This is an optimization exercise on Yosys and OpenROAD, whose aim is small area and a short achievable clock period, not a production implementation. At most, simulation tests tie the RTL to the original design; equivalence was not proved. Power and IR drop assume default switching activity.

==> 03-21 <==
==> flow/design.v (excerpt) <==
module fir(
    input clk,
    input signed [15:0] noisy_signal,
    output signed [15:0] filtered_signal
);
clock: 6.0 ns
lec_check: 0
cap_margin: 20
core_margin: 2
core_utilization: 65
cts_cluster_diameter: 100
cts_cluster_size: 20
setup_slack_margin: 3.7
slew_margin: 20
synth_hierarchical: 1
synth_minimum_keep_size: 0
run.sh (not shown) runs the stock make flow with config.mk's settings and CLKGATE_MAP_FILE= SYNTH_SCRIPT=/design/flow/synth_recipe.tcl, a recipe that flattens the netlist after the stock synthesis.
==> 05-26 (differences from 03-21) <==
- CORE_UTILIZATION: 65 -> 72
- SETUP_SLACK_MARGIN: 3.7 -> 3.9
==> results.sh <==
export IMPL_pg_comb_mw=6.63
export IMPL_wl_met3_um=2123
export IMPL_drt_total_wl_um=47000
export IMPL_fill_cells=1601
export IMPL_ir_drop_mv=0.3281
export IMPL_r2r_end="p0_0[14]"
export IMPL_power_frac_seq_pct=40.8
export IMPL_fin_crit_sh_pct=37.44
export IMPL_antenna_found_initial=0
export IMPL_num_rows=64
export IMPL_clk_power_mw=2.05
export IMPL_regArea_mm2=0.01083
export IMPL_wirelength_met1_um=18820
export IMPL_die_x_um=179.6
export IMPL_status="timing/DRC/antenna clean"
export IMPL_initial_utilization_pct=72.77
export IMPL_routabilityCongestion=0.9190
export IMPL_worstSetupPathDepth=8
export IMPL_dp_cells=1820
export IMPL_path_cells="ha_4, fa_2, a21oi_4, o21ai_2, a221o_1, a221oi_2, o21ai_2, xor2_1"
That was 05-26.
==> results.sh <==
export IMPL_ys_warn_count=7
export IMPL_top_layer_used="met4"
export IMPL_initial_utilization_pct=66.05
export IMPL_wl_met3_um=1883
export IMPL_num_rows=67
export IMPL_largestClassByArea="multi-input gates"
export IMPL_r2r_end="p1_m1[16]"
export IMPL_power_mw=14.25
export IMPL_fin_crit_sh_pct=37.44
export IMPL_drt_total_wl_um=43530
export IMPL_routabilityCongestion=0.8960
export IMPL_path_cells="ha_1, fa_1, a21oi_2, o21ai_1, a2111oi_2, or4_1, a41o_1"
export IMPL_die_x_um=188.8
export IMPL_insertion_delay_ns=0.58
export IMPL_status="timing/DRC/antenna clean"
export IMPL_ir_drop_mv=0.2713
export IMPL_clk_power_mw=2.04
export IMPL_synth_compound_area_share_pct=3.381
export IMPL_pg_comb_mw=6.30
That was 03-21.

---

==> inputs of v34 <==
Another version of the RTL of fir (not shown whole).
export LEC_CHECK = 0
export CAP_MARGIN = 20
export CORE_MARGIN = 2
export CORE_UTILIZATION = 65
export SETUP_SLACK_MARGIN = 4.0
export SLEW_MARGIN = 20
export SYNTH_HIERARCHICAL = 1
export SYNTH_MINIMUM_KEEP_SIZE = 0
create_clock -name core_clock -period 6.0 [get_ports {clk}]
==> v36: changes against v34 <==
- SETUP_SLACK_MARGIN: 4.0 -> 3.7
==> flow_summary.yaml <==
run_status:
  status: "complete, no violations"
final_layout:
  final_cell_area_um2: 25800
power_and_ir_drop:
  p_int_w: 0.00999
critical_path:
  cp.required_ns: 6.43
  crit_top_cell: "fa_2"
  r2r.worst_path.cells: 5
  crit_chain: "buf_6 > fa_2 > fa_2 > fa_2 > fa_2"
  cpPeakStageDelay_ns: 0.55
timing:
  fmax_ghz: 0.386
  maxSlewHeadroom_pct: 60.8
The numbers above come from v34.

==> flow_summary.yaml <==
run_status:
  status: "complete, no violations"
clock_tree:
  cts_tree: "yes"
placement:
  routabilityCongestion: 0.942
synthesis:
  ys_warn_count: 7
  synth_cell_types: 61
timing:
  maxSlewHeadroom_pct: 59.1
  fmax_ghz: 0.389
final_layout:
  final_cell_area_um2: 24000
critical_path:
  r2r.worst_path.cells: 8
  crit_chain: "fa_1 > ha_4 > o21ai_4 > nor3_2 > or4b_4 > a221o_1 > a21oi_2 > xnor2_1"
  cpPeakStageDelay_ns: 0.59
job:
  maxCapViolCount: 0
The numbers above come from v36.

Function was not checked in any run of this note: the RTL went through the layout flow alone.

---

==> try-quartz: inputs <==
RTL: one of the versions met above, not the one the previous note started from.
clock: 6.0 ns
lec_check: 0
cap_margin: 20
core_margin: 2
core_utilization: 65
cts_cluster_diameter: 100
cts_cluster_size: 25
setup_slack_margin: 3.8
slew_margin: 20
synth_hierarchical: 1
synth_minimum_keep_size: 0
==> inputs of try-garnet, as changes to try-quartz <==
- CORE_UTILIZATION: 65 -> 58
==> comparison <==
In synthesized cell count, try-garnet and try-quartz do not differ.
Between try-quartz and try-garnet, the lower global-route usage is in try-garnet (gap 1.9 points).
Count of clock-buffer cells in the layout is the same in try-quartz and try-garnet.
Of try-garnet and try-quartz, try-quartz has the higher first-iteration DRC count (gap about 26%, measured against try-quartz).
In area after synthesis, try-garnet and try-quartz do not differ.
In clock power, try-quartz and try-garnet hardly differ.
try-quartz passed the timing, design-rule and antenna checks. try-garnet produced a clean layout.
Against try-garnet, the utilization of try-quartz is higher by 7.5 points.
Against try-garnet, the fmax of try-quartz is higher by about 0.45%.
==> figures <==
| quantity | try-quartz | try-garnet |
|---|---|---|
| Outcome | finished clean | finished clean |
| Routed wl met2 | 22100 um | 22900 um |
| Placeable core region | 33600 sq um | 37700 sq um |
| NonClk Buf Share | 1.46% | 1.70% |
| Placement-stage cell area | 23100 sq um | 23200 sq um |
| Met3 usage | 2.35% | 2.82% |
| Area added between synthesis and finish | 8.26% | 8.57% |
| Register-to-register setup slack | 3810 ps | 3820 ps |
| Overall routing resource usage | 26.5% | 24.6% |
| Slew at the pin closest to its max-slew limit | 530 ps | 581 ps |
| Min-Delay Endpoint | r2[15] | r5[9] |
| Post-route insts no fill | 1912 | 1977 |
| Initial cell density of the core | 66.0% | 58.9% |
| Maximum frequency from static timing analysis | 454 MHz | 452 MHz |
| Final total power | 14200 uW | 14200 uW |
| Capture point of the worst path | filtered_signal[14] | filtered_signal[7] |
| First-pass GRT wire length | 68600 um | 68700 um |

---

==> run P: inputs <==
fir, a different RTL version from the one above (not shown whole).
==> flow/config.mk <==
export PLATFORM = sky130hd
export DESIGN_NAME = fir
export DESIGN_NICKNAME = fir
export VERILOG_FILES = /design/flow/design.v
export SDC_FILE = /design/flow/constraint.sdc
export NUM_CORES = 4
export LEC_CHECK = 0
export CAP_MARGIN = 20
export CORE_MARGIN = 2
export CORE_UTILIZATION = 58
export CTS_CLUSTER_DIAMETER = 100
export CTS_CLUSTER_SIZE = 25
export SETUP_SLACK_MARGIN = 3.8
export SLEW_MARGIN = 20
export SYNTH_HIERARCHICAL = 1
export SYNTH_MINIMUM_KEEP_SIZE = 0
==> flow/constraint.sdc <==
create_clock -name core_clock -period 6.0 [get_ports {clk}]
set_input_delay 1.2000 -clock core_clock [delete_from_list [all_inputs] [get_ports {clk}]]
set_output_delay 1.2000 -clock core_clock [all_outputs]
set_load 0.01 [all_outputs]
==> run D (differences from run P) <==
--- a/flow/design.v
+++ b/flow/design.v
@@ -1345,113 +1345,14 @@
     wire w1013;
     wire w1014;
     wire w1015;
     wire w1016;
     wire w1017;
     wire w1018;
     wire w1019;
-    wire w1020;
-    wire w1021;
-    wire w1022;
-    wire w1023;
-    wire w1024;
-    wire w1025;
-    wire w1026;
-    wire w1027;
-    wire w1028;
-    wire w1029;
-    wire w1030;
-    wire w1031;
-    wire w1032;
-    wire w1033;
-    wire w1034;
-    wire w1035;
-    wire w1036;
-    wire w1037;
-    wire w1038;
-    wire w1039;
-    wire w1040;
-    wire w1041;
-    wire w1042;
-    wire w1043;
-    wire w1044;
-    wire w1045;
-    wire w1046;
-    wire w1047;
-    wire w1048;
-    wire w1049;
-    wire w1050;
-    wire w1051;
-    wire w1052;
-    wire w1053;
-    wire w1054;
-    wire w1055;
-    wire w1056;
-    wire w1057;
-    wire w1058;
-    wire w1059;
-    wire w1060;
-    wire w1061;
-    wire w1062;
-    wire w1063;
-    wire w1064;
-    wire w1065;
-    wire w1066;
-    wire w1067;
-    wire w1068;
-    wire w1069;
-    wire w1070;
-    wire w1071;
-    wire w1072;
-    wire w1073;
-    wire w1074;
-    wire w1075;
-    wire w1076;
-    wire w1077;
-    wire w1078;
-    wire w1079;
-    wire w1080;
-    wire w1081;
-    wire w1082;
-    wire w1083;
-    wire w1084;
-    wire w1085;
-    wire w1086;
-    wire w1087;
-    wire w1088;
-    wire w1089;
-    wire w1090;
-    wire w1091;
-    wire w1092;
-    wire w1093;
-    wire w1094;
-    wire w1095;
-    wire w1096;
-    wire w1097;
-    wire w1098;
-    wire w1099;
-    wire w1100;
-    wire w1101;
-    wire w1102;
-    wire w1103;
-    wire w1104;
-    wire w1105;
-    wire w1106;
-    wire w1107;
-    wire w1108;
-    wire w1109;
-    wire w1110;
-    wire w1111;
-    wire w1112;
-    wire w1113;
-    wire w1114;
-    wire w1115;
-    wire w1116;
-    wire w1117;
-    wire w1118;
     always @(posedge clk) begin
         r0 <= noisy_signal;
         r1 <= r0;
         r2 <= r1;
         r3 <= r2;
         r4 <= r3;
         r5 <= r4;
@@ -1771,15 +1672,15 @@
         q3_308 <= w1003;
         q3_309 <= w1004;
         q3_310 <= w1009;
         q3_311 <= w1010;
         q3_312 <= w1015;
         q3_313 <= w1016;
         q3_314 <= w1018;
-        y <= {w1118, w1117, w1116, w1115, w1114, w1113, w1112, w1111, w1110, w1109, w1108, w1107, w1106, w1105, w1104, w1021};
+        y <= {q3_313, q3_311, q3_309, q3_307, q3_305, q3_303, q3_301, q3_299, q3_297, q3_295, q3_293, q3_291, q3_289, q3_287, q3_285, q3_283} + {q3_314, q3_312, q3_310, q3_308, q3_306, q3_304, q3_302, q3_300, q3_298, q3_296, q3_294, q3_292, q3_290, q3_288, q3_286, q3_284} + {15'd0, 1'b0} + 16'd0;
     end
     assign w1 = r0[0] ^ r4[0];
     assign w2 = r0[0] & r4[0];
     fa uw3 (.a(r0[1]), .b(r4[1]), .c(w2), .s(w3), .co(w4));
     fa uw5 (.a(r0[2]), .b(r4[2]), .c(w4), .s(w5), .co(w6));
     fa uw7 (.a(r0[3]), .b(r4[3]), .c(w6), .s(w7), .co(w8));
     fa uw9 (.a(r1[4]), .b(r5[4]), .c(rc2_4), .s(w9), .co(w10));
@@ -2353,112 +2254,13 @@
     fa uw1009 (.a(w1005), .b(w1002), .c(w1007), .s(w1009), .co(w1010));
     assign w1011 = ~q2_280;
     fa uw1012 (.a(w1011), .b(rp2_20), .c(rp3_42), .s(w1012), .co(w1013));
     assign w1014 = ~w1012;
     fa uw1015 (.a(w1006), .b(w1014), .c(w1008), .s(w1015), .co(w1016));
     assign w1017 = ~w1013;
     fa uw1018 (.a(q2_281), .b(q2_282), .c(w1017), .s(w1018), .co(w1019));
-    assign w1020 = q3_283 & q3_284;
-    assign w1021 = q3_283 ^ q3_284;
-    assign w1022 = q3_285 & q3_286;
-    assign w1023 = q3_285 ^ q3_286;
-    assign w1024 = q3_287 & q3_288;
-    assign w1025 = q3_287 ^ q3_288;
-    assign w1026 = q3_289 & q3_290;
-    assign w1027 = q3_289 ^ q3_290;
-    assign w1028 = q3_291 & q3_292;
-    assign w1029 = q3_291 ^ q3_292;
-    assign w1030 = q3_293 & q3_294;
-    assign w1031 = q3_293 ^ q3_294;
-    assign w1032 = q3_295 & q3_296;
-    assign w1033 = q3_295 ^ q3_296;
-    assign w1034 = q3_297 & q3_298;
-    assign w1035 = q3_297 ^ q3_298;
-    assign w1036 = q3_299 & q3_300;
-    assign w1037 = q3_299 ^ q3_300;
-    assign w1038 = q3_301 & q3_302;
-    assign w1039 = q3_301 ^ q3_302;
-    assign w1040 = q3_303 & q3_304;
-    assign w1041 = q3_303 ^ q3_304;
-    assign w1042 = q3_305 & q3_306;
-    assign w1043 = q3_305 ^ q3_306;
-    assign w1044 = q3_307 & q3_308;
-    assign w1045 = q3_307 ^ q3_308;
-    assign w1046 = q3_309 & q3_310;
-    assign w1047 = q3_309 ^ q3_310;
-    assign w1048 = q3_311 & q3_312;
-    assign w1049 = q3_311 ^ q3_312;
-    assign w1050 = q3_313 & q3_314;
-    assign w1051 = q3_313 ^ q3_314;
-    assign w1052 = w1022 | (w1023 & w1020);
-    assign w1053 = w1023 & w1021;
-    assign w1054 = w1026 | (w1027 & w1024);
-    assign w1055 = w1027 & w1025;
-    assign w1056 = w1030 | (w1031 & w1028);
-    assign w1057 = w1031 & w1029;
-    assign w1058 = w1034 | (w1035 & w1032);
-    assign w1059 = w1035 & w1033;
-    assign w1060 = w1038 | (w1039 & w1036);
-    assign w1061 = w1039 & w1037;
-    assign w1062 = w1042 | (w1043 & w1040);
-    assign w1063 = w1043 & w1041;
-    assign w1064 = w1046 | (w1047 & w1044);
-    assign w1065 = w1047 & w1045;
-    assign w1066 = w1050 | (w1051 & w1048);
-    assign w1067 = w1051 & w1049;
-    assign w1068 = w1054 | (w1055 & w1052);
-    assign w1069 = w1055 & w1053;
-    assign w1070 = w1058 | (w1059 & w1056);
-    assign w1071 = w1059 & w1057;
-    assign w1072 = w1062 | (w1063 & w1060);
-    assign w1073 = w1063 & w1061;
-    assign w1074 = w1066 | (w1067 & w1064);
-    assign w1075 = w1067 & w1065;
-    assign w1076 = w1070 | (w1071 & w1068);
-    assign w1077 = w1071 & w1069;
-    assign w1078 = w1074 | (w1075 & w1072);
-    assign w1079 = w1075 & w1073;
-    assign w1080 = w1078 | (w1079 & w1076);
-    assign w1081 = w1079 & w1077;
-    assign w1082 = w1072 | (w1073 & w1076);
-    assign w1083 = w1073 & w1077;
-    assign w1084 = w1056 | (w1057 & w1068);
-    assign w1085 = w1057 & w1069;
-    assign w1086 = w1060 | (w1061 & w1076);
-    assign w1087 = w1061 & w1077;
-    assign w1088 = w1064 | (w1065 & w1082);
-    assign w1089 = w1065 & w1083;
-    assign w1090 = w1024 | (w1025 & w1052);
-    assign w1091 = w1025 & w1053;
-    assign w1092 = w1028 | (w1029 & w1068);
-    assign w1093 = w1029 & w1069;
-    assign w1094 = w1032 | (w1033 & w1084);
-    assign w1095 = w1033 & w1085;
-    assign w1096 = w1036 | (w1037 & w1076);
-    assign w1097 = w1037 & w1077;
-    assign w1098 = w1040 | (w1041 & w1086);
-    assign w1099 = w1041 & w1087;
-    assign w1100 = w1044 | (w1045 & w1082);
-    assign w1101 = w1045 & w1083;
-    assign w1102 = w1048 | (w1049 & w1088);
-    assign w1103 = w1049 & w1089;
-    assign w1104 = w1023 ^ w1020;
-    assign w1105 = w1025 ^ w1052;
-    assign w1106 = w1027 ^ w1090;
-    assign w1107 = w1029 ^ w1068;
-    assign w1108 = w1031 ^ w1092;
-    assign w1109 = w1033 ^ w1084;
-    assign w1110 = w1035 ^ w1094;
-    assign w1111 = w1037 ^ w1076;
-    assign w1112 = w1039 ^ w1096;
-    assign w1113 = w1041 ^ w1086;
-    assign w1114 = w1043 ^ w1098;
-    assign w1115 = w1045 ^ w1082;
-    assign w1116 = w1047 ^ w1100;
-    assign w1117 = w1049 ^ w1088;
-    assign w1118 = w1051 ^ w1102;
     assign filtered_signal = y;
 endmodule
 module fa(input a, input b, input c, output s, output co);
     assign s = a ^ b ^ c;
     assign co = (a & b) | (a & c) | (b & c);
 endmodule
==> flow/config.mk (replaced) <==
export PLATFORM = sky130hd
export DESIGN_NAME = fir
export DESIGN_NICKNAME = fir
export VERILOG_FILES = /design/flow/design.v
export SDC_FILE = /design/flow/constraint.sdc
export NUM_CORES = 4
export LEC_CHECK = 0
export CAP_MARGIN = 20
export CORE_MARGIN = 2
export CORE_UTILIZATION = 58
export CTS_BUF_LIST = sky130_fd_sc_hd__clkbuf_16 sky130_fd_sc_hd__clkbuf_8
export CTS_CLUSTER_DIAMETER = 60
export CTS_CLUSTER_SIZE = 25
export SETUP_SLACK_MARGIN = 3.8
export SLEW_MARGIN = 20
export SYNTH_HIERARCHICAL = 1
export SYNTH_MINIMUM_KEEP_SIZE = 0
==> results.tsv <==
metric	value	unit
num-fill-cells	2713	
max_slew.worst_pin.slew	615	ps
final-clk-cell-share	0.0276	
drt_iter0_markers	488	
synth_cells	1346	
status	complete, no violations	
[end of results for run P]
==> results.tsv <==
metric	value	unit
drt_iter0_markers	499	
final-clk-cell-share	0.0522	
status	complete, no violations	
synth_cells	1350	
cts_buffers	36	
num-fill-cells	2679	
clock_latency	560	ps
max_slew.worst_pin.slew	628	ps
sh_seq_area	0.427	
[end of results for run D]
Only the layout flow was run in run P; the RTL was not checked for function there.

[re-timing with driven ports]
How much do the figures lean on ideal ports? The routed layouts below were timed once more, with nothing changed but the port constraints. Step 1: set_driving_cell puts a clkbuf_16 on clk and a buf_2 on each other input, an assumption about the parent block. Step 2, shift: input delay + t, output delay - t, t = (earliest + latest rising clock arrival at the registers) / 2. This alone moves slack from input paths to output paths. Three values: no drivers, after step 1, after step 2; two values: the first two.
run	t (ns)	setup WS [ns]	worst hold slack (ns)
03-21	0.623	3.754 / 3.735 / 3.754	0.327 / 0.327 / 0.327
05-26	0.633	3.753 / 3.723 / 3.753	0.329 / 0.329 / 0.329
v34	0.599	3.409 / 3.409 / 3.409	0.322 / 0.322 / 0.322
v36	0.586	3.427 / 3.427 / 3.427	0.325 / 0.325 / 0.325
try-quartz	0.619	3.797 / 3.746 / 3.812	0.333 / 0.333 / 0.333
try-garnet	0.627	3.787 / 3.732 / 3.823	0.329 / 0.329 / 0.329
run P	0.618	3.800 / 3.748 / 3.806	0.322 / 0.322 / 0.322
run D	0.601	3.824 / 3.772 / 3.842	0.321 / 0.321 / 0.321
After both steps every run listed still meets setup and hold.
